This is an optimization exercise on Yosys and OpenROAD, whose aim is small area, a short achievable clock period and few clock cycles, not a production implementation.
No activity file was given, so power comes from the tool's default toggle rates.

==> module top, before the edit <==
module top(
    input  wire        clk,
    input  wire        rst,
    input  wire [63:0] i_data,
    input  wire        start,
    output wire [15:0] address,
    output reg         o_valid,
    output reg  [63:0] out_data,
    output reg         out_valid,
    output reg         done,
    output reg  [15:0] o_address,
    output wire [9:0]  done_cnt
);
    reg  [6:0] n;
    reg  [2:0] m;           
    reg        done_r;
    wire [6:0] n1 = n + 7'd1;
    assign address  = {9'd0, n};
    assign done_cnt = {9'd0, done_r};
    reg row0;               
    reg hopf;               
    reg flush;              
    reg left, right;        
    always @(posedge clk) begin
        if (rst || !start) begin
            n       <= 7'd0;
            m       <= 3'd0;
            o_valid <= 1'b1;
            row0    <= 1'b0;
            hopf    <= 1'b0;
            flush   <= 1'b0;
            left    <= 1'b0;
            right   <= 1'b0;
        end else if (n != 7'd113) begin
            n       <= n1;
            m       <= (m == 3'd4) ? 3'd0 : m + 3'd1;
            o_valid <= (n1 < 7'd100);
            row0    <= (n1 >= 7'd1)  && (n1 < 7'd6);
            hopf    <= (n1 >= 7'd2)  && (n1 < 7'd12);
            flush   <= (n1 >= 7'd101);
            left    <= (m == 3'd2);            
            right   <= (m == 3'd1);            
        end
    end
    always @(posedge clk) begin
        if (rst) begin
            out_valid <= 1'b0;
            done      <= 1'b0;
            done_r    <= 1'b0;
        end else begin
            out_valid <= start && (n >= 7'd13) && (n <= 7'd112);
            done      <= start && (n == 7'd112);
            if (start && n == 7'd112) done_r <= 1'b1;
        end
    end
    reg  [255:0] ring [0:4];    
    wire [255:0] head = ring[4];
    wire [63:0]  hQ = head[255:192], hR = head[191:128], hS = head[127:64], hY = head[63:0];
    wire [255:0] r0 = ring[0];
    wire [63:0]  r0R = r0[255:192], r0S = r0[191:128], r0P = r0[127:64], r0X = r0[63:0];
    wire [63:0]  x = i_data;
    wire [63:0]  vout, pn, q1;
    genvar j;
    generate
        for (j = 0; j < 4; j = j + 1) begin : col
            fmax16 u_v (.a(hQ[16*j +: 16]), .b(x[16*j +: 16]), .ka(flush), .kb(1'b0), .y(vout[16*j +: 16]));
            fmax16 u_p (.a(hY[16*j +: 16]), .b(x[16*j +: 16]), .ka(flush), .kb(row0), .y(pn[16*j +: 16]));
            fmax16 u_q (.a(r0R[16*j +: 16]), .b(r0P[16*j +: 16]), .ka(1'b0), .kb(hopf), .y(q1[16*j +: 16]));
        end
    endgenerate
    always @(posedge clk) begin
        ring[0] <= {hR, hS, pn, x};
        ring[1] <= {q1, r0S, r0P, r0X};
        ring[2] <= ring[1];
        ring[3] <= ring[2];
        ring[4] <= ring[3];
    end
    reg  [63:0] Vr;
    wire [63:0] V = Vr;
    reg  [15:0] sp2, sp3, ss1, ss2, sq3;     
    reg  [15:0] ps2, pq3;                    
    wire [15:0] q0 = V[15:0], q1v = V[31:16], q2 = V[47:32], q3 = V[63:48];
    wire [15:0] p1, s2, p2, p3, s1, o0, o1, o2, o3;
    max16  u_p1 (.a(q0),  .b(q1v), .y(p1));
    max16  u_s2 (.a(q2),  .b(q3),  .y(s2));
    max16  u_p2 (.a(p1),  .b(q2),  .y(p2));
    max16  u_p3 (.a(p1),  .b(s2),  .y(p3));
    max16  u_s1 (.a(q1v), .b(s2),  .y(s1));
    fmax16 u_o0 (.a(sp2), .b(ps2), .ka(left),  .kb(1'b0), .y(o0));
    fmax16 u_o1 (.a(sp3), .b(pq3), .ka(left),  .kb(1'b0), .y(o1));
    fmax16 u_o2 (.a(sp3), .b(q0),  .ka(right), .kb(1'b0), .y(o2));
    fmax16 u_o3 (.a(ss1), .b(p1),  .ka(right), .kb(1'b0), .y(o3));
    always @(posedge clk) begin
        Vr        <= vout;
        sp2       <= p2;
        sp3       <= p3;
        ss1       <= s1;
        ss2       <= s2;
        sq3       <= q3;
        ps2       <= ss2;
        pq3       <= sq3;
        out_data  <= {o3, o2, o1, o0};
        o_address <= {9'd0, n - 7'd13};
    end
endmodule
Settings: LEC_CHECK=0, CAP_MARGIN=20, CORE_MARGIN=2, CORE_UTILIZATION=40, SLEW_MARGIN=20, SYNTH_HIERARCHICAL=1; clock period 16.0 ns.
standard.sh (not shown) runs the stock make flow with config.mk's settings and CLKGATE_MAP_FILE= SYNTH_SCRIPT=/design/flow/synth_recipe.tcl, a recipe that flattens the netlist after the stock synthesis.
==> flow/flow/run.sh <==
#!/bin/bash
# The standard layout (bash standard.sh), with two changes to how it is made; the clock,
# the SDC and the synthesis are unchanged:
#  - timing repair aims at a setup slack of 11.5 ns instead of 0, so the resizer keeps
#    shortening the critical paths well below the 16 ns clock period;
#  - the port buffers are buf_4 cells rather than the resizer's default choice.
set -euo pipefail
bash standard.sh SETUP_SLACK_MARGIN=11.5 "BUFFER_PORTS_ARGS=-buffer_cell sky130_fd_sc_hd__buf_4" "CTS_ARGS=-sink_clustering_enable -repair_clock_nets -buf_list sky130_fd_sc_hd__clkbuf_8 -sink_clustering_size 16 -sink_clustering_max_diameter 50 -dont_use_dummy_load" finish > standard_flow.log 2>&1
==> next run, changes <==
--- a/flow/design.v
+++ b/flow/design.v
@@ -78,15 +78,15 @@
             flush   <= 1'b0;
             left    <= 1'b0;
             right   <= 1'b0;
-        end else if (n != 7'd113) begin
+        end else if (n != 7'd112) begin
             n       <= n1;
             m       <= (m == 3'd4) ? 3'd0 : m + 3'd1;
             o_valid <= (n1 < 7'd100);
             row0    <= (n1 >= 7'd1)  && (n1 < 7'd6);
             hopf    <= (n1 >= 7'd2)  && (n1 < 7'd12);
             flush   <= (n1 >= 7'd101);
-            left    <= (m == 3'd2);            
-            right   <= (m == 3'd1);            
+            left    <= (m == 3'd1);            
+            right   <= (m == 3'd0);            
         end
     end
     always @(posedge clk) begin
@@ -95,9 +95,9 @@
             done      <= 1'b0;
             done_r    <= 1'b0;
         end else begin
-            out_valid <= start && (n >= 7'd13) && (n <= 7'd112);
-            done      <= start && (n == 7'd112);
-            if (start && n == 7'd112) done_r <= 1'b1;
+            out_valid <= start && (n >= 7'd12) && (n <= 7'd111);
+            done      <= start && (n == 7'd111);
+            if (start && n == 7'd111) done_r <= 1'b1;
         end
     end
     reg  [255:0] ring [0:4];    
@@ -122,8 +122,7 @@
         ring[3] <= ring[2];
         ring[4] <= ring[3];
     end
-    reg  [63:0] Vr;
-    wire [63:0] V = Vr;
+    wire [63:0] V = vout;
     reg  [15:0] sp2, sp3, ss1, ss2, sq3;     
     reg  [15:0] ps2, pq3;                    
     wire [15:0] q0 = V[15:0], q1v = V[31:16], q2 = V[47:32], q3 = V[63:48];
@@ -138,7 +137,6 @@
     fmax16 u_o2 (.a(sp3), .b(q0),  .ka(right), .kb(1'b0), .y(o2));
     fmax16 u_o3 (.a(ss1), .b(p1),  .ka(right), .kb(1'b0), .y(o3));
     always @(posedge clk) begin
-        Vr        <= vout;
         sp2       <= p2;
         sp3       <= p3;
         ss1       <= s1;
@@ -147,6 +145,6 @@
         ps2       <= ss2;
         pq3       <= sq3;
         out_data  <= {o3, o2, o1, o0};
-        o_address <= {9'd0, n - 7'd13};
+        o_address <= {9'd0, n - 7'd12};
     end
 endmodule
Outcome: Clock power goes down by about 8%; cell area went down by about 0.4%; worst setup slack got worse by 3.5 ns; global-route usage came out higher by 0.43 points; cell count came out lower by about 0.5%; clock skew went down by 0.044 ns; core utilization came out higher by 1.3 points; via count falls by 0.53%; hold slack improves by 0.015 ns; wire length decreases by 0.39%; count of clock-buffer cells in the layout is lower by 15; total power stays flat; die area falls by about 3%; synthesized cell count is lower by about 2.2%.
No run of this note included a check of the RTL's function; only the layout flow was run.

## re-timing with driven ports
How much do the figures lean on ideal ports? The routed layouts below were timed once more, with nothing changed but the port constraints.
Step 1 assumes that a clkbuf_16 drives the clock port and a buf_2 every other input.
Step 2 also shifts input and output timing later by t, the mid clock arrival at the registers, as if the neighbouring blocks saw the same clock.
Slacks: ideal / step 1 / step 2; pairs: ideal / step 1.
run	t (ns)	slack for setup (ns)	hold WS [ns]	latest minus earliest clock arrival (ns)	worst data-port slew with drivers (ns)
the first run	0.828	11.451 / 11.424 / 10.638	0.255 / 0.255 / 0.255	0.121 / 0.120	0.09
the second run	0.818	7.953 / 7.948 / 7.131	0.269 / 0.269 / 0.269	0.065 / 0.065	0.10
After both steps setup and hold are still met in every run listed. The setup slack of the second run, which loses most, moves by -0.005 ns with the drivers and by -0.822 ns with both steps.
